From an optimization exercise on the open Yosys and OpenROAD flow, aimed at a short achievable clock period and few clock cycles; shortcuts taken in it are not production practice.
RTL that was checked went through simulation tests only; none was proved equivalent to the original.
Only the layout flow was run in run 2; the RTL was not checked for function there.
Power figures rest on the tool's default switching activity, not on a simulated workload.

--- flow/design.v ---
module ALU (
    input [63:0] operand1,
    input [63:0] operand2,
    input [3:0]  lut,
    input [5:0]  rot,
    input [63:0] shift_mask,
    input [63:0] mem_data,
    input sel_add, sel_sub, sel_mem,
    output [63:0] result,
    output zero_flag,
    output lt_flag,
    output gt_flag
);
wire [63:0]  sum, diff;
PrefixAdder #(.W(64), .L(6)) add_inst (.a(operand1), .b(operand2),  .cin(1'b0), .sum(sum));
PrefixAdder #(.W(64), .L(6)) sub_inst (.a(operand1), .b(~operand2), .cin(1'b1), .sum(diff));
wire [127:0] dbl = {operand1, operand1};
wire [127:0] rl  = dbl << rot;
wire [63:0] logic_res = ({64{lut[3]}} &  operand1 &  operand2)
                      | ({64{lut[2]}} &  operand1 & ~operand2)
                      | ({64{lut[1]}} & ~operand1 &  operand2)
                      | ({64{lut[0]}} & ~operand1 & ~operand2);
assign result = ({64{sel_add}} & sum)
              | ({64{sel_sub}} & diff)
              | logic_res
              | (rl[127:64] & shift_mask)
              | ({64{sel_mem}} & mem_data);
wire [63:0] g0 = {~operand1[63] &  operand2[63], operand1[62:0] & ~operand2[62:0]};
wire [63:0] l0 = { operand1[63] & ~operand2[63], ~operand1[62:0] & operand2[62:0]};
wire [63:0] e0 = ~(operand1 ^ operand2);
wire [31:0] g1, l1, e1;
wire [15:0] g2, l2, e2;
wire [7:0]  g3, l3, e3;
wire [3:0]  g4, l4, e4;
wire [1:0]  g5, l5, e5;
genvar i;
generate
    for (i = 0; i < 32; i = i + 1) begin : c1
        assign g1[i] = g0[2*i+1] | (e0[2*i+1] & g0[2*i]);
        assign l1[i] = l0[2*i+1] | (e0[2*i+1] & l0[2*i]);
        assign e1[i] = e0[2*i+1] & e0[2*i];
    end
    for (i = 0; i < 16; i = i + 1) begin : c2
        assign g2[i] = g1[2*i+1] | (e1[2*i+1] & g1[2*i]);
        assign l2[i] = l1[2*i+1] | (e1[2*i+1] & l1[2*i]);
        assign e2[i] = e1[2*i+1] & e1[2*i];
    end
    for (i = 0; i < 8; i = i + 1) begin : c3
        assign g3[i] = g2[2*i+1] | (e2[2*i+1] & g2[2*i]);
        assign l3[i] = l2[2*i+1] | (e2[2*i+1] & l2[2*i]);
        assign e3[i] = e2[2*i+1] & e2[2*i];
    end
    for (i = 0; i < 4; i = i + 1) begin : c4
        assign g4[i] = g3[2*i+1] | (e3[2*i+1] & g3[2*i]);
        assign l4[i] = l3[2*i+1] | (e3[2*i+1] & l3[2*i]);
        assign e4[i] = e3[2*i+1] & e3[2*i];
    end
    for (i = 0; i < 2; i = i + 1) begin : c5
        assign g5[i] = g4[2*i+1] | (e4[2*i+1] & g4[2*i]);
        assign l5[i] = l4[2*i+1] | (e4[2*i+1] & l4[2*i]);
        assign e5[i] = e4[2*i+1] & e4[2*i];
    end
endgenerate
assign gt_flag   = g5[1] | (e5[1] & g5[0]);
assign lt_flag   = l5[1] | (e5[1] & l5[0]);
assign zero_flag = e5[1] & e5[0];
endmodule
module PrefixAdder #(parameter W = 64, parameter L = 6) (   
    input [W-1:0] a,
    input [W-1:0] b,
    input cin,
    output [W-1:0] sum
);
wire [W-1:0] p0 = a ^ b;
wire [W-1:0] g0 = (a & b) | {{(W-1){1'b0}}, p0[0] & cin};
wire [W-1:0] gl [0:L];
wire [W-1:0] pl [0:L];
assign gl[0] = g0;
assign pl[0] = p0;
genvar k, i;
generate
    for (k = 0; k < L; k = k + 1) begin : lvl
        for (i = 0; i < W; i = i + 1) begin : bitk
            if (i >= (1 << k)) begin : comb
                assign gl[k+1][i] = gl[k][i] | (pl[k][i] & gl[k][i - (1 << k)]);
                assign pl[k+1][i] = pl[k][i] & pl[k][i - (1 << k)];
            end else begin : pass
                assign gl[k+1][i] = gl[k][i];
                assign pl[k+1][i] = pl[k][i];
            end
        end
    end
endgenerate
assign sum = p0 ^ {gl[L][W-2:0], cin};
endmodule
module RegisterFile (
    input clk,
    input [4:0] read_reg1_addr,
    input [4:0] read_reg2_addr,
    input [4:0] write_reg_addr,
    input [63:0] write_data,
    input write_enable,
    output [63:0] read_data1,
    output [63:0] read_data2
);
reg [63:0] registers [1:31];
assign read_data1 = (read_reg1_addr == 0) ? 64'b0 : registers[read_reg1_addr];
assign read_data2 = (read_reg2_addr == 0) ? 64'b0 : registers[read_reg2_addr];
always @(posedge clk)
begin
    if (write_enable && write_reg_addr != 0)
        registers[write_reg_addr] <= write_data;
end
endmodule
module SpecialRegFile (
    input clk,
    input reset,
    input link_write,
    input [15:0] link_data,
    input flag_write,
    input [2:0] flag_data,
    output reg [15:0] link_reg_out,
    output reg [2:0] flag_reg_out
);
always @(posedge clk)
begin
    if (reset)
    begin
        link_reg_out <= 16'b0;
        flag_reg_out <= 3'b0;
    end
    else
    begin
        if (link_write)
            link_reg_out <= link_data;
        if (flag_write)
            flag_reg_out <= flag_data;
    end
end
endmodule
module InstructionDecoder (
    input [63:0] instruction,
    output [4:0] rs1,
    output [4:0] rs2,
    output [4:0] rd,
    output [15:0] imm,
    output writes_rd,        
    output sel_add,
    output sel_sub,
    output reg [3:0] lut,    
    output use_imm,          
    output [5:0] rot,        
    output [63:0] shift_mask,
    output sel_mem,
    output is_store,
    output is_branch,
    output is_call,
    output is_cmp,
    output is_halt
);
wire [5:0] t  = instruction[63:58];
wire [5:0] op = instruction[57:52];
assign rs1 = instruction[51:47];
assign rs2 = instruction[46:42];
assign rd  = instruction[41:37];
assign imm = instruction[36:21];
wire t_alu = (t == 6'd0);
wire t_shf = (t == 6'd1);
wire t_mem = (t == 6'd2);
wire is_load = t_mem && op == 6'd1;
wire [4:0] sh = rs2;
assign writes_rd = (t_alu || t_shf || is_load || t == 6'd6) && rd != 5'd0;
assign sel_add = t_alu && op == 6'd1;
assign sel_sub = t_alu && op == 6'd2;
assign use_imm = (t == 6'd6);
assign sel_mem = is_load;
always @(*)
begin
    lut = 4'b0000;
    if (t_alu)
        case (op)
            6'd3: lut = 4'b1000;    
            6'd4: lut = 4'b1110;    
            6'd5: lut = 4'b0110;    
            6'd7: lut = 4'b0011;    
            default: lut = 4'b0000;
        endcase
    else if (t == 6'd6)
        lut = 4'b1010;              
end
wire right = (op == 6'd2 || op == 6'd4);
assign rot = right ? (6'd0 - {1'b0, sh}) : {1'b0, sh};
assign shift_mask = !t_shf ? 64'b0 :
                    op == 6'd1 ? ({64{1'b1}} << sh) :
                    op == 6'd2 ? ({64{1'b1}} >> sh) :
                    (op == 6'd3 || op == 6'd4) ? {64{1'b1}} : 64'b0;
assign is_store  = t_mem && op == 6'd2;
assign is_branch = (t == 6'd3) && (op >= 6'd1 && op <= 6'd4);
assign is_call   = (t == 6'd4) && op == 6'd2;
assign is_cmp    = (t == 6'd5);
assign is_halt   = (t == 6'd7);
endmodule
module ControlUnit (
    input clk,
    input reset,
    input [63:0] instruction,         
    output reg [15:0] pc,
    input stop,                       
    output reg d_valid,
    output reg [63:0] d_instr,
    output reg [15:0] d_pc,
    input d_is_call,
    input d_is_cmp,
    input d_is_branch,
    input e_cmp_valid,                
    input [2:0] flags_d,              
    input [2:0] flag_reg,             
    input [15:0] link_reg,
    output d_mispredict
);
wire [5:0]  f_type = instruction[63:58];
wire [5:0]  f_op   = instruction[57:52];
wire [15:0] f_imm  = instruction[36:21];
wire f_jmp_call = (f_type == 6'd4) && (f_op == 6'd1 || f_op == 6'd2);
wire f_ret      = (f_type == 6'd4) && (f_op == 6'd3);
wire f_branch   = (f_type == 6'd3) && (f_op >= 6'd1 && f_op <= 6'd4);
function cond;
    input [5:0] op;
    input [2:0] fl;    
    case (op)
        6'd1: cond = fl[0];
        6'd2: cond = !fl[0];
        6'd3: cond = fl[2];
        6'd4: cond = fl[1];
        default: cond = 1'b0;
    endcase
endfunction
wire flags_final = !(d_valid && d_is_cmp) && !e_cmp_valid;
wire f_static = f_imm[15] || (f_op == 6'd2);
wire f_pred = flags_final ? cond(f_op, flag_reg) : f_static;
wire [15:0] pc_inc = pc + 16'd1;
wire [15:0] f_btarget;
wire [8:0] bt_lo = {1'b0, pc[7:0]} + {1'b0, f_imm[7:0]};
wire [7:0] bt_hi0 = pc[15:8] + f_imm[15:8];
wire [7:0] bt_hi1 = pc[15:8] + f_imm[15:8] + 8'd1;
assign f_btarget = {bt_lo[8] ? bt_hi1 : bt_hi0, bt_lo[7:0]};
wire [15:0] f_lr = (d_valid && d_is_call) ? d_pc + 16'd1 : link_reg;
reg d_pred;           
reg d_same;           
reg [15:0] d_pcinc;   
reg [15:0] d_btarget; 
assign d_mispredict = d_valid && d_is_branch && !d_same &&
                      (cond(d_instr[57:52], flags_d) != d_pred);
wire s_jc  = f_jmp_call;
wire s_ret = f_ret;
wire s_br  = f_branch && f_pred;
wire s_inc = !f_jmp_call && !f_ret && !(f_branch && f_pred);
wire [15:0] d_alt = d_pred ? d_pcinc : d_btarget;    
wire [15:0] pc_f = ({16{s_jc }} & f_imm)
                 | ({16{s_ret}} & f_lr)
                 | ({16{s_br }} & f_btarget)
                 | ({16{s_inc}} & pc_inc);
wire [15:0] pc_next = d_mispredict ? d_alt : pc_f;
always @(posedge clk)
begin
    if (reset)
    begin
        pc <= 16'b0;
        d_valid <= 1'b0;
    end
    else
    begin
        d_valid <= !d_mispredict && !stop;
        pc <= pc_next;
    end
    d_instr <= instruction;
    d_pc <= pc;
    d_pred <= f_pred;
    d_same <= (f_imm == 16'd1);
    d_pcinc <= pc_inc;
    d_btarget <= f_btarget;
end
endmodule
module InstructionProcessor (
    input clk,
    input reset,
    output [15:0] instr_addr,
    input [63:0] instr_data,
    input [63:0] mem_data_in,
    output [63:0] mem_data_out,
    output [15:0] mem_addr_out,
    output mem_write,
    output halted
);
reg        halted_r;     
reg        mem_write_r;  
reg [63:0] store_data;   
wire [15:0] link_reg;
wire [2:0]  flag_reg;
wire        d_valid;
wire [63:0] d_instr;
wire [15:0] d_pc;
wire        d_mispredict;
reg        e_valid;
reg        e_wr;
reg [4:0]  e_rd;
reg [63:0] e_a, e_b;
reg [15:0] e_imm;
reg        e_add, e_sub, e_load;
reg [3:0]  e_lut;
reg [5:0]  e_rot;
reg [63:0] e_mask;
reg        e_cmp;
reg        w_wr;
reg [4:0]  w_rd;
reg [63:0] w_data;
wire [4:0]  d_rs1, d_rs2, d_rd;
wire [15:0] d_imm;
wire d_writes;
wire d_add, d_sub, d_movi, d_load;
wire [3:0] d_lut;
wire [5:0] d_rot;
wire [63:0] d_mask;
wire d_store, d_branch, d_call, d_cmp, d_halt;
InstructionDecoder instructionDecoder_inst (
    .instruction(d_instr),
    .rs1(d_rs1), .rs2(d_rs2), .rd(d_rd), .imm(d_imm),
    .writes_rd(d_writes),
    .sel_add(d_add), .sel_sub(d_sub), .lut(d_lut), .use_imm(d_movi), .rot(d_rot), .shift_mask(d_mask),
    .sel_mem(d_load),
    .is_store(d_store), .is_branch(d_branch), .is_call(d_call), .is_cmp(d_cmp),
    .is_halt(d_halt)
);
wire [63:0] rf_a, rf_b;
RegisterFile registerFile_inst (
    .clk(clk),
    .read_reg1_addr(d_rs1),
    .read_reg2_addr(d_rs2),
    .write_reg_addr(w_rd),
    .write_data(w_data),
    .write_enable(w_wr),
    .read_data1(rf_a),
    .read_data2(rf_b)
);
wire [63:0] e_result;
wire e_z, e_lt, e_gt;
ALU alu_inst (
    .operand1(e_a), .operand2(e_b),
    .lut(e_lut), .rot(e_rot), .shift_mask(e_mask), .mem_data(mem_data_in),
    .sel_add(e_add), .sel_sub(e_sub), .sel_mem(e_load),
    .result(e_result), .zero_flag(e_z), .lt_flag(e_lt), .gt_flag(e_gt)
);
wire fa_e = e_valid && e_wr && e_rd == d_rs1;
wire fb_e = e_valid && e_wr && e_rd == d_rs2;
wire fa_w = w_wr && w_rd == d_rs1;
wire fb_w = w_wr && w_rd == d_rs2;
wire [63:0] op_a = fa_e ? e_result : fa_w ? w_data : rf_a;
wire [63:0] op_b = (fb_e && !d_movi) ? e_result : d_movi ? {48'b0, d_imm} : fb_w ? w_data : rf_b;
wire e_cmp_valid = e_valid && e_cmp;
wire stop = halted_r || (d_valid && d_halt);
ControlUnit controlUnit_inst (
    .clk(clk),
    .reset(reset),
    .instruction(instr_data),
    .pc(instr_addr),
    .stop(stop),
    .d_valid(d_valid),
    .d_instr(d_instr),
    .d_pc(d_pc),
    .d_is_call(d_call),
    .d_is_cmp(d_cmp),
    .d_is_branch(d_branch),
    .e_cmp_valid(e_cmp_valid),
    .flags_d(e_cmp_valid ? {e_lt, e_gt, e_z} : flag_reg),
    .flag_reg(flag_reg),
    .link_reg(link_reg),
    .d_mispredict(d_mispredict)
);
SpecialRegFile specialRegFile_inst (
    .clk(clk),
    .reset(reset),
    .link_write(d_valid && d_call),
    .link_data(d_pc + 16'd1),
    .flag_write(e_cmp_valid),
    .flag_data({e_lt, e_gt, e_z}),
    .link_reg_out(link_reg),
    .flag_reg_out(flag_reg)
);
always @(posedge clk)
begin
    if (reset)
    begin
        e_valid <= 1'b0;
        w_wr <= 1'b0;
        halted_r <= 1'b0;
        mem_write_r <= 1'b0;
    end
    else
    begin
        e_valid <= d_valid;
        w_wr <= e_valid && e_wr;
        mem_write_r <= d_valid && d_store;
        if (d_valid && d_halt)
            halted_r <= 1'b1;
    end
    e_wr <= d_writes;
    e_rd <= d_rd;
    e_a <= op_a;
    e_b <= op_b;
    e_imm <= d_imm;
    e_add <= d_add; e_sub <= d_sub; e_load <= d_load;
    e_lut <= d_lut; e_rot <= d_rot; e_mask <= d_mask;
    e_cmp <= d_cmp;
    store_data <= op_a & {64{d_store}};
    w_rd <= e_rd;
    w_data <= e_result;
end
assign mem_write = mem_write_r;
assign mem_addr_out = e_imm;
assign mem_data_out = store_data;
assign halted = halted_r;
endmodule
--- flow/flow/run.sh ---
#!/bin/bash
set -o pipefail
MARGIN=${MARGIN:-6.5}
sed -e "s/SETUP_SLACK_MARGIN=[0-9.]*/SETUP_SLACK_MARGIN=$MARGIN/" \
    -e "s/CLKGATE_MAP_FILE= /CLKGATE_MAP_FILE= ADDER_MAP_FILE= /" standard.sh > standard_margin.sh
bash standard_margin.sh > standard.log 2>&1
status=$?
cp -r orfs/logs flow_logs 2>/dev/null
exit $status
--- flow/standard.sh ---
#!/bin/bash
# synth_recipe.tcl (not shown) runs the flow's synth.tcl, then flattens the netlist and writes it again
# the make line also repeats each setting of config.mk as NAME=value (left out here)
make -C /OpenROAD-flow-scripts/flow DESIGN_CONFIG=/design/flow/config.mk WORK_HOME=/design/flow/orfs CLKGATE_MAP_FILE= SYNTH_SCRIPT=/design/flow/synth_recipe.tcl "${@:-finish}"
--- flow/config.mk ---
export PLATFORM = sky130hd
export DESIGN_NAME = InstructionProcessor
export DESIGN_NICKNAME = InstructionProcessor
export VERILOG_FILES = /design/flow/design.v
export SDC_FILE = /design/flow/constraint.sdc
export NUM_CORES = 4
export LEC_CHECK = 0
export ABC_CLOCK_PERIOD_IN_PS = 1500
export CAP_MARGIN = 20
export CORE_MARGIN = 2
export CORE_UTILIZATION = 55
export PLACE_DENSITY = 0.65
export SETUP_SLACK_MARGIN = 5
export SLEW_MARGIN = 20
--- flow/constraint.sdc ---
create_clock -name core_clock -period 10.0 [get_ports {clk}]
set_input_delay 2.0000 -clock core_clock [delete_from_list [all_inputs] [get_ports {clk}]]
set_output_delay 2.0000 -clock core_clock [all_outputs]
set_load 0.01 [all_outputs]
==> impl_metrics.ini, run 1 <==
[power]
ir_worst_vdd_mv = 0.177
power_leakage_nw = 50.6
p_per_area_nw_per_um2 = 168

[layout]
regArea_um2 = 70000
fill_cells = 15900
fin_nets = 9356
multiInputGateArea_um2 = 58300
drive_gt1_share_pct = 36.3
utilization_pct = 66.5
syn_to_final_growth_pct = 20.4

[die]
die_w_um = 481
num_rows = 175
fp.coreArea_um2 = 227000
dieHeight_um = 481
die_area_um2 = 232000
start_util_pct = 55.2
ios = 228

[worst_setup_path]
required_ns = 10.79
crit_family = compound AO/OA/AOI/OAI gates
critical_path_class = register to register
worstSetupStartpointType = register
arrival_ns = 4.69
cp_cell_sequence = buf_6 -> buf_12 -> mux4_2 -> mux2_2 -> o21ai_2 -> mux2i_1 -> o211ai_1 -> nand3_1 -> a221o_1 -> or2_1 -> o221a_1
slowest_stage = o211ai_1
crit_path_end_kind = register
path_buf_inv = 2
crit_path_max_fanout = 10
cpPeakStageDelay_ns = 0.65

[hold_path]
min_path_type = register to register

[yosys]
netlist_area_um2 = 125000
yosys.area.top_type = edfxtp_1
async_flop_share_pct = 0
synthDistinctLibCells = 103
yosysWarnings = 6
synth_ff_type = edfxtp_1
netlist_instances = 8748
synth_fp_nets = 8878
ys_top_cells_by_area = edfxtp_1 48%, mux4_2 20%, dfxtp_1 7.9%
syn_area_per_cell_um2 = 14.3
yosysTopAreaCellShare_pct = 47.5
yosysSeqAreaShare_pct = 55.4
synth_most_common_cell = edfxtp_1
synth_commonest_cells = 1984 x edfxtp_1, 1108 x mux4_2, 643 x nor2_1
synth-edff-count = 1984
synth-seq-cells = 2477

[detailed_routing]
ant_nets = 0
drt-pass1-iter-count = 8
drc = 0
met1Wirelength_um = 171000
dr.max_layer_used = met5
vias_per_cell = 7.29
vias = 90600
drt_iter0_drc = 14200
wl_um = 480000
post_drt_wl_per_cell_um = 38.6
wl_met3_um = 63800
met2WireLength_um = 217000

[sta]
min_period_ns = 3.90
fmax_mhz = 257
layout_setup_ws_ns = 6.10
tns_ns = 0
relSlewSlack_pct = 17.5
rsz0062_at_grt = yes
slew_violations = 0
worst_pin_slew_ns = 1.24
setup_viol = 0
hold_slack_ns = 0.361
period_share_pct = 39.0
hold_viol = 0
clock_skew_ns = 0.0753

[clocking]
h-tree-depth = 5
clock-sinks = 2477
clock_path_buffers = 4
clk_pin_slew_worst_paths_ns = 0.07
numCtsBuffers = 280
root_buffer = clkbuf_16
clk_latency_ns = 0.97
cts_tree = done

[placement]
io_buffers = 206
gp_congestion = 1.02
dp_hpwl_um = 287000
pre_cts_ws_ns = 4.46

[outcome]
status = complete, no violations

[flow_run]
maxCapViolations = 0

[global_route]
grtUsageTotal_pct = 40.4
grt_pass1_vias = 86200
grt_first_pass_wirelength_um = 657000
grt_overflow = 0
antenna_found_initial = 23
grt_max_degree = 115
repair_timing:
action                     4_1_cts  5_1_grt
pin swaps                      202      286
setup endpoints to repair      521      376
gates resized for setup       1329      625
hold buffers                     0        0
cloned                          32       16
buffers inserted               271      210
cell families after synthesis:
family	synth area share (%)
and+or+nand+nor	5.80
adders and majority gates	0.951
AOI/OAI and AO/OA	8.87
muxes	24.2
xor gates and xnor gates	2.01
DFF	55.4
buffers and inverters	2.81
final timing paths:
kind	cells past startpoint	slack, ns	from	endpoint
min reg2reg	0	0.36	controlUnit_inst.d_instr[23]	e_imm[2]
max reg2reg	11	6.10	e_rot[0]	store_data[59]
max	11	6.10	e_rot[0]	store_data[59]
min	0	0.36	controlUnit_inst.d_instr[23]	e_imm[2]
flip-flops by register name, summed over array words and instances (netlist names), 43 cells and up:
| register | cells |
|---|---|
| controlUnit_inst.d_instr | 43 |
| e_mask | 63 |
| w_data | 64 |
| registerFile_inst.registers | 1984 |
| e_a | 64 |
| store_data | 64 |
| e_b | 64 |
layer usage:
layer | global-route usage, % | vias to the layer above
met1 | 54.3 | 46600
met2 | 60.9 | 6778
li1 | - | 36000
met5 | 0 | -
met3 | 11.5 | 1330
met4 | 19.8 | 12
power breakdown:
| group | internal [W] | switching (W) |
|---|---|---|
| Clock | 0.00554 | 0.00415 |
| Combinational | 0.00180 | 0.00246 |
| Sequential | 0.0111 | 0.000314 |
area by class of cell:
class | instances | area share [%]
clock buffer | 354 | 4.96
multi-input combinational | 5384 | 38.6
timing repair buffer | 942 | 6.57
antenna | 4 | 0.00663
tap | 3009 | 2.49
sequential | 2477 | 46.4
clock inverter | 118 | 0.582
inverter | 141 | 0.364
metrics by stage:
stage	instance area, um^2	instances	total power, W
2_1_floorplan	126000	8748	0.0136
3_3_place_gp	130000	11400	0.0147
3_5_place_dp	131000	11400	0.0147
4_1_cts	146000	12200	0.0248
5_1_grt	151000	12400	0.0260
6_report	151000	12400	0.0254
cells in the final DEF (no fill, tap or decap), drive strengths merged, types with 21 or more instances in the layout:
cell type and instances:
mux4 1109, dlygate4sd2 21, nor2b 57, edfxtp 1984
and3 24, a221oi 72, a211oi 120, a22oi 69
inv 145, mux2 85, xnor2 188, o21ai 305
a21oi 592, o31ai 27, and2 69, clkdlybuf4s50 91
xor2 93, nand3 112, mux2i 433, clkbuf 378
o21a 41, nand2b 44, a221o 32, o211ai 58
nor4 44, nand4 30, a31oi 75, nor3 74
nand2 466, dfxtp 493, clkinv 96, buf 754
o221ai 91, o22ai 85, nor2 644, clkdlybuf4s15 35
maj3 118
Testbench counts, summed over its fixed seeds: cycles 19,379.
==> run 2, diff against run 1 <==
--- a/flow/design.v
+++ b/flow/design.v
@@ -3,2 +3,4 @@
     input [63:0] operand2,
+    input [63:0] operand2_x,    
+    input        carry_in,      
     input [3:0]  lut,
@@ -7,3 +9,3 @@
     input [63:0] mem_data,
-    input sel_add, sel_sub, sel_mem,
+    input sel_add, sel_mem,
     output [63:0] result,
@@ -13,5 +15,3 @@
 );
-wire [63:0]  sum, diff;
-PrefixAdder #(.W(64), .L(6)) add_inst (.a(operand1), .b(operand2),  .cin(1'b0), .sum(sum));
-PrefixAdder #(.W(64), .L(6)) sub_inst (.a(operand1), .b(~operand2), .cin(1'b1), .sum(diff));
+wire [63:0]  sum = operand1 + operand2_x + {63'b0, carry_in};
 wire [127:0] dbl = {operand1, operand1};
@@ -23,3 +23,2 @@
 assign result = ({64{sel_add}} & sum)
-              | ({64{sel_sub}} & diff)
               | logic_res
@@ -27,69 +26,5 @@
               | ({64{sel_mem}} & mem_data);
-wire [63:0] g0 = {~operand1[63] &  operand2[63], operand1[62:0] & ~operand2[62:0]};
-wire [63:0] l0 = { operand1[63] & ~operand2[63], ~operand1[62:0] & operand2[62:0]};
-wire [63:0] e0 = ~(operand1 ^ operand2);
-wire [31:0] g1, l1, e1;
-wire [15:0] g2, l2, e2;
-wire [7:0]  g3, l3, e3;
-wire [3:0]  g4, l4, e4;
-wire [1:0]  g5, l5, e5;
-genvar i;
-generate
-    for (i = 0; i < 32; i = i + 1) begin : c1
-        assign g1[i] = g0[2*i+1] | (e0[2*i+1] & g0[2*i]);
-        assign l1[i] = l0[2*i+1] | (e0[2*i+1] & l0[2*i]);
-        assign e1[i] = e0[2*i+1] & e0[2*i];
-    end
-    for (i = 0; i < 16; i = i + 1) begin : c2
-        assign g2[i] = g1[2*i+1] | (e1[2*i+1] & g1[2*i]);
-        assign l2[i] = l1[2*i+1] | (e1[2*i+1] & l1[2*i]);
-        assign e2[i] = e1[2*i+1] & e1[2*i];
-    end
-    for (i = 0; i < 8; i = i + 1) begin : c3
-        assign g3[i] = g2[2*i+1] | (e2[2*i+1] & g2[2*i]);
-        assign l3[i] = l2[2*i+1] | (e2[2*i+1] & l2[2*i]);
-        assign e3[i] = e2[2*i+1] & e2[2*i];
-    end
-    for (i = 0; i < 4; i = i + 1) begin : c4
-        assign g4[i] = g3[2*i+1] | (e3[2*i+1] & g3[2*i]);
-        assign l4[i] = l3[2*i+1] | (e3[2*i+1] & l3[2*i]);
-        assign e4[i] = e3[2*i+1] & e3[2*i];
-    end
-    for (i = 0; i < 2; i = i + 1) begin : c5
-        assign g5[i] = g4[2*i+1] | (e4[2*i+1] & g4[2*i]);
-        assign l5[i] = l4[2*i+1] | (e4[2*i+1] & l4[2*i]);
-        assign e5[i] = e4[2*i+1] & e4[2*i];
-    end
-endgenerate
-assign gt_flag   = g5[1] | (e5[1] & g5[0]);
-assign lt_flag   = l5[1] | (e5[1] & l5[0]);
-assign zero_flag = e5[1] & e5[0];
-endmodule
-module PrefixAdder #(parameter W = 64, parameter L = 6) (   
-    input [W-1:0] a,
-    input [W-1:0] b,
-    input cin,
-    output [W-1:0] sum
-);
-wire [W-1:0] p0 = a ^ b;
-wire [W-1:0] g0 = (a & b) | {{(W-1){1'b0}}, p0[0] & cin};
-wire [W-1:0] gl [0:L];
-wire [W-1:0] pl [0:L];
-assign gl[0] = g0;
-assign pl[0] = p0;
-genvar k, i;
-generate
-    for (k = 0; k < L; k = k + 1) begin : lvl
-        for (i = 0; i < W; i = i + 1) begin : bitk
-            if (i >= (1 << k)) begin : comb
-                assign gl[k+1][i] = gl[k][i] | (pl[k][i] & gl[k][i - (1 << k)]);
-                assign pl[k+1][i] = pl[k][i] & pl[k][i - (1 << k)];
-            end else begin : pass
-                assign gl[k+1][i] = gl[k][i];
-                assign pl[k+1][i] = pl[k][i];
-            end
-        end
-    end
-endgenerate
-assign sum = p0 ^ {gl[L][W-2:0], cin};
+assign zero_flag = (operand1 == operand2);
+assign lt_flag   = ($signed(operand1) < $signed(operand2));
+assign gt_flag   = ($signed(operand1) > $signed(operand2));
 endmodule
@@ -147,4 +82,4 @@
     output writes_rd,        
+    output is_sub,           
     output sel_add,
-    output sel_sub,
     output reg [3:0] lut,    
@@ -172,4 +107,4 @@
 assign writes_rd = (t_alu || t_shf || is_load || t == 6'd6) && rd != 5'd0;
-assign sel_add = t_alu && op == 6'd1;
-assign sel_sub = t_alu && op == 6'd2;
+assign is_sub  = (t_alu && op == 6'd2) || t == 6'd5;
+assign sel_add = t_alu && (op == 6'd1 || op == 6'd2);
 assign use_imm = (t == 6'd6);
@@ -241,7 +176,3 @@
 wire [15:0] pc_inc = pc + 16'd1;
-wire [15:0] f_btarget;
-wire [8:0] bt_lo = {1'b0, pc[7:0]} + {1'b0, f_imm[7:0]};
-wire [7:0] bt_hi0 = pc[15:8] + f_imm[15:8];
-wire [7:0] bt_hi1 = pc[15:8] + f_imm[15:8] + 8'd1;
-assign f_btarget = {bt_lo[8] ? bt_hi1 : bt_hi0, bt_lo[7:0]};
+wire [15:0] f_btarget = pc + f_imm;
 wire [15:0] f_lr = (d_valid && d_is_call) ? d_pc + 16'd1 : link_reg;
@@ -253,12 +184,13 @@
                       (cond(d_instr[57:52], flags_d) != d_pred);
-wire s_jc  = f_jmp_call;
-wire s_ret = f_ret;
-wire s_br  = f_branch && f_pred;
-wire s_inc = !f_jmp_call && !f_ret && !(f_branch && f_pred);
+wire s_mis = d_mispredict;
+wire s_jc  = !d_mispredict && f_jmp_call;
+wire s_ret = !d_mispredict && f_ret;
+wire s_br  = !d_mispredict && f_branch && f_pred;
+wire s_inc = !d_mispredict && !f_jmp_call && !f_ret && !(f_branch && f_pred);
 wire [15:0] d_alt = d_pred ? d_pcinc : d_btarget;    
-wire [15:0] pc_f = ({16{s_jc }} & f_imm)
-                 | ({16{s_ret}} & f_lr)
-                 | ({16{s_br }} & f_btarget)
-                 | ({16{s_inc}} & pc_inc);
-wire [15:0] pc_next = d_mispredict ? d_alt : pc_f;
+wire [15:0] pc_next = ({16{s_mis}} & d_alt)
+                    | ({16{s_jc }} & f_imm)
+                    | ({16{s_ret}} & f_lr)
+                    | ({16{s_br }} & f_btarget)
+                    | ({16{s_inc}} & pc_inc);
 always @(posedge clk)
@@ -306,5 +238,6 @@
 reg [4:0]  e_rd;
-reg [63:0] e_a, e_b;
+reg [63:0] e_a, e_b, e_bx;
+reg        e_cin;
 reg [15:0] e_imm;
-reg        e_add, e_sub, e_load;
+reg        e_add, e_load;
 reg [3:0]  e_lut;
@@ -318,4 +251,4 @@
 wire [15:0] d_imm;
-wire d_writes;
-wire d_add, d_sub, d_movi, d_load;
+wire d_writes, d_sub;
+wire d_add, d_movi, d_load;
 wire [3:0] d_lut;
@@ -327,4 +260,4 @@
     .rs1(d_rs1), .rs2(d_rs2), .rd(d_rd), .imm(d_imm),
-    .writes_rd(d_writes),
-    .sel_add(d_add), .sel_sub(d_sub), .lut(d_lut), .use_imm(d_movi), .rot(d_rot), .shift_mask(d_mask),
+    .writes_rd(d_writes), .is_sub(d_sub),
+    .sel_add(d_add), .lut(d_lut), .use_imm(d_movi), .rot(d_rot), .shift_mask(d_mask),
     .sel_mem(d_load),
@@ -347,5 +280,5 @@
 ALU alu_inst (
-    .operand1(e_a), .operand2(e_b),
+    .operand1(e_a), .operand2(e_b), .operand2_x(e_bx), .carry_in(e_cin),
     .lut(e_lut), .rot(e_rot), .shift_mask(e_mask), .mem_data(mem_data_in),
-    .sel_add(e_add), .sel_sub(e_sub), .sel_mem(e_load),
+    .sel_add(e_add), .sel_mem(e_load),
     .result(e_result), .zero_flag(e_z), .lt_flag(e_lt), .gt_flag(e_gt)
@@ -357,3 +290,3 @@
 wire [63:0] op_a = fa_e ? e_result : fa_w ? w_data : rf_a;
-wire [63:0] op_b = (fb_e && !d_movi) ? e_result : d_movi ? {48'b0, d_imm} : fb_w ? w_data : rf_b;
+wire [63:0] op_b = d_movi ? {48'b0, d_imm} : fb_e ? e_result : fb_w ? w_data : rf_b;
 wire e_cmp_valid = e_valid && e_cmp;
@@ -409,7 +342,10 @@
     e_b <= op_b;
+    e_bx <= d_sub ? ~op_b : op_b;
+    e_cin <= d_sub;
     e_imm <= d_imm;
-    e_add <= d_add; e_sub <= d_sub; e_load <= d_load;
+    e_add <= d_add; e_load <= d_load;
     e_lut <= d_lut; e_rot <= d_rot; e_mask <= d_mask;
     e_cmp <= d_cmp;
-    store_data <= op_a & {64{d_store}};
+    if (d_store)
+        store_data <= op_a;
     w_rd <= e_rd;
==> flow/flow/run.sh (replaced) <==
#!/bin/bash
set -o pipefail
MARGIN=${MARGIN:-6.5}
sed "s/SETUP_SLACK_MARGIN=[0-9.]*/SETUP_SLACK_MARGIN=$MARGIN/" standard.sh > standard_margin.sh
bash standard_margin.sh > standard.log 2>&1
status=$?
cp -r orfs/logs flow_logs 2>/dev/null
exit $status
--- a/flow/config.mk
+++ b/flow/config.mk
@@ -7,3 +7,3 @@
 export LEC_CHECK = 0
-export ABC_CLOCK_PERIOD_IN_PS = 1500
+export ABC_CLOCK_PERIOD_IN_PS = 2500
 export CAP_MARGIN = 20
==> impl_metrics.ini, run 2 <==
[outcome]
status = complete, no violations

[power]
power_w = 0.0258
ir_worst_vdd_mv = 0.161
p_per_area_nw_per_um2 = 176
power_leakage_nw = 51.2

[yosys]
synth-seq-cells = 2541
async_flop_share_pct = 0
synth_most_common_cell = edfxtp_1
yosysWarnings = 5
synth_ff_type = edfxtp_1
netlist_instances = 7945
yosys.area.top_type = edfxtp_1
ys_top_cells_by_area = edfxtp_1 50%, mux4_2 20%, dfxtp_1 8.0%
synth_fp_nets = 8226
synth_commonest_cells = 2048 x edfxtp_1, 1092 x mux4_2, 537 x a21oi_1
synth.area.mux_share_pct = 24.8
yosysTopAreaCellShare_pct = 50.1
netlist_area_um2 = 123000
synth_compound_area_share_pct = 7.68
yosysSeqAreaShare_pct = 58.1
synth-simple-area-share_pct = 4.26
synth-edff-count = 2048
synth_top_family_by_area = multiplexers
synth_xor_area_share_pct = 1.03
synth_adder_area_share_pct = 1.56
syn_area_per_cell_um2 = 15.5
synthDistinctLibCells = 93

[sta]
period_share_pct = 40.8
hold_viol = 0
fmax_mhz = 245
setup_viol = 0
relSlewSlack_pct = 21.8
worst_pin_slew_ns = 1.17
clock_skew_ns = 0.0506
rsz0062_at_grt = yes
tns_ns = 0
min_period_ns = 4.08
hold_slack_ns = 0.373
slew_violations = 0

[global_route]
grt_overflow = 0
grt_max_degree = 79
antenna_found_initial = 20
grt_pass1_vias = 82500
grtUsageTotal_pct = 39.5
grt_first_pass_wirelength_um = 631000

[layout]
top_register = registerFile_inst.registers
fin_nets = 8691
mostFrequentLayoutCells = 2048 x edfxtp_1, 1092 x mux4_2, 440 x mux2i_1
drive_gt1_share_pct = 35.6
syn_to_final_growth_pct = 19.6
largest_register_ffs = 1984
postLayoutCellArea_um2 = 147000
layout.cells.most_common = edfxtp_1

[detailed_routing]
drt-pass1-iter-count = 7
vias_per_cell = 7.36
wl_um = 459000
drt_iter0_drc = 14500
ant_nets = 0
post_drt_wl_per_cell_um = 39.5
drc = 0
vias = 85400

[placement]
dpl_cell_area_um2 = 128000
gp_congestion = 1.02
io_buffers = 206
dp_hpwl_um = 267000

[worst_setup_path]
arrival_ns = 4.90
r2r_end = controlUnit_inst.pc[10]
required_ns = 10.82
crit_path_max_fanout = 8
worstSetupStartpointType = register
critical_path_class = register to register
crit_path_end_kind = register
rrSetupSlack_ns = 5.92
reg2reg_depth = 14
r2r_start = e_a[47]

[flow_run]
maxCapViolations = 0

[die]
die_area_um2 = 227000
ios = 228
die_w_um = 477
dieHeight_um = 477
fp.coreArea_um2 = 222000
start_util_pct = 55.3
num_rows = 173

[clocking]
clk_latency_ns = 0.96
cts_tree = done
numCtsBuffers = 290
clock_path_buffers = 4
clk_pin_slew_worst_paths_ns = 0.06
root_buffer = clkbuf_16
h-tree-depth = 5
ctsHoldBuffers = 0
clock-sinks = 2541

[hold_path]
min_to = e_imm[12]
whs_path_depth = 0
holdCritStartpoint = controlUnit_inst.d_instr[33]
min_path_type = register to register
## run 2: how the worst max path moves through the flow
stage / startpoint / to / slack, ns / cells after the start
after floorplan: instr_data[55] / controlUnit_inst.pc[7] / 5.47 / 11
after global placement: instr_data[55] / controlUnit_inst.pc[9] / 4.03 / 12
after detailed placement: instr_data[55] / controlUnit_inst.pc[10] / 4.29 / 11
after CTS: e_a[54] / controlUnit_inst.pc[10] / 6.06 / 14
after global routing: e_b[56] / controlUnit_inst.pc[7] / 5.96 / 15
final: e_a[47] / controlUnit_inst.pc[10] / 5.92 / 14
## run 2: critical path: stages (launching register included)
cell and delay [ns]:
dfxtp_1 0.65, ha_1 0.36, a21oi_1 0.15, o21ai_0 0.12
a21oi_2 0.32, o311ai_1 0.18, a221oi_4 0.34, a21boi_4 0.18
or4_4 0.61, and2_4 0.21, o221ai_4 0.25, nor3_4 0.07
buf_12 0.16, a221oi_2 0.25, a31oi_1 0.12
## run 2: power breakdown
| part | switching, W | internal [W] |
|---|---|---|
| Sequential | 0.000205 | 0.0114 |
| Combinational | 0.00213 | 0.00157 |
| Clock | 0.00433 | 0.00619 |
| Total | 0.00666 | 0.0192 |
## run 2: what timing repair did
action                                 in CTS  in global routing
endpoints found under the hold margin       0                  0
setup buffers                             205                111
setup endpoints to repair                 698                413
pin swaps                                 137                173
gates cloned                               34                 11
gates resized for setup                  1183                519
## run 2: kinds of logic after synthesis
kind of cell / count (synthesis)
compound gates: 1466
xor+xnor: 145
fa+ha+maj: 151
buf+inv: 799
flops: 2541
mux: 1662
simple gates: 1181
## run 2: stage by stage
stage	setup slack (ns)	std cells	utilization, %
after global placement	4.03	10700	57.8
final	5.92	11600	66.1
after CTS	6.06	11500	64.5
after floorplan	5.47	7945	-
after detailed placement	4.29	10700	57.8
after global routing	5.96	11600	66.1
## run 2: layout make-up
class	count	area (um^2)
clock inverters	128	1240
well taps	2975	3720
inverters	192	761
fillers	15400	75200
multi-input cells	4609	53100
diodes	8	20.0
flip-flops and latches	2541	71700
repair buffers	776	8440
clock buffers	374	7920
## run 2: metal layers
layer / GRT usage, % / share of wire [%]
met1: 55.0 / 36
met2: 57.2 / 44
met3: 13.0 / 15
met4: 17.4 / 5.1
met5: 0 / 0.021

[re-timing with driven ports]
Ports are ideal in the flow. The routed layouts listed here were re-timed in OpenROAD. Step 1 (the two cells are an assumption about what drives the block):
set clk [get_ports {clk}]
set_driving_cell -lib_cell sky130_fd_sc_hd__clkbuf_16 $clk
set_driving_cell -lib_cell sky130_fd_sc_hd__buf_2 [delete_from_list [all_inputs] $clk]
Step 2 also shifts input and output timing later by t, the mid clock arrival at the registers, as if the neighbouring blocks saw the same clock. a / b / c = ideal / step 1 / step 2; a / b = the first two.
run	t (ns)	setup slack, ns	worst setup path at the end
run 1	1.012	6.104 / 6.104 / 5.211	input to register
run 2	1.026	5.922 / 5.922 / 5.209	input to register
After both steps setup and hold are still met in every run listed. The setup slack of run 1, which loses most, moves by 0.000 ns with the drivers and by -0.893 ns with both steps.
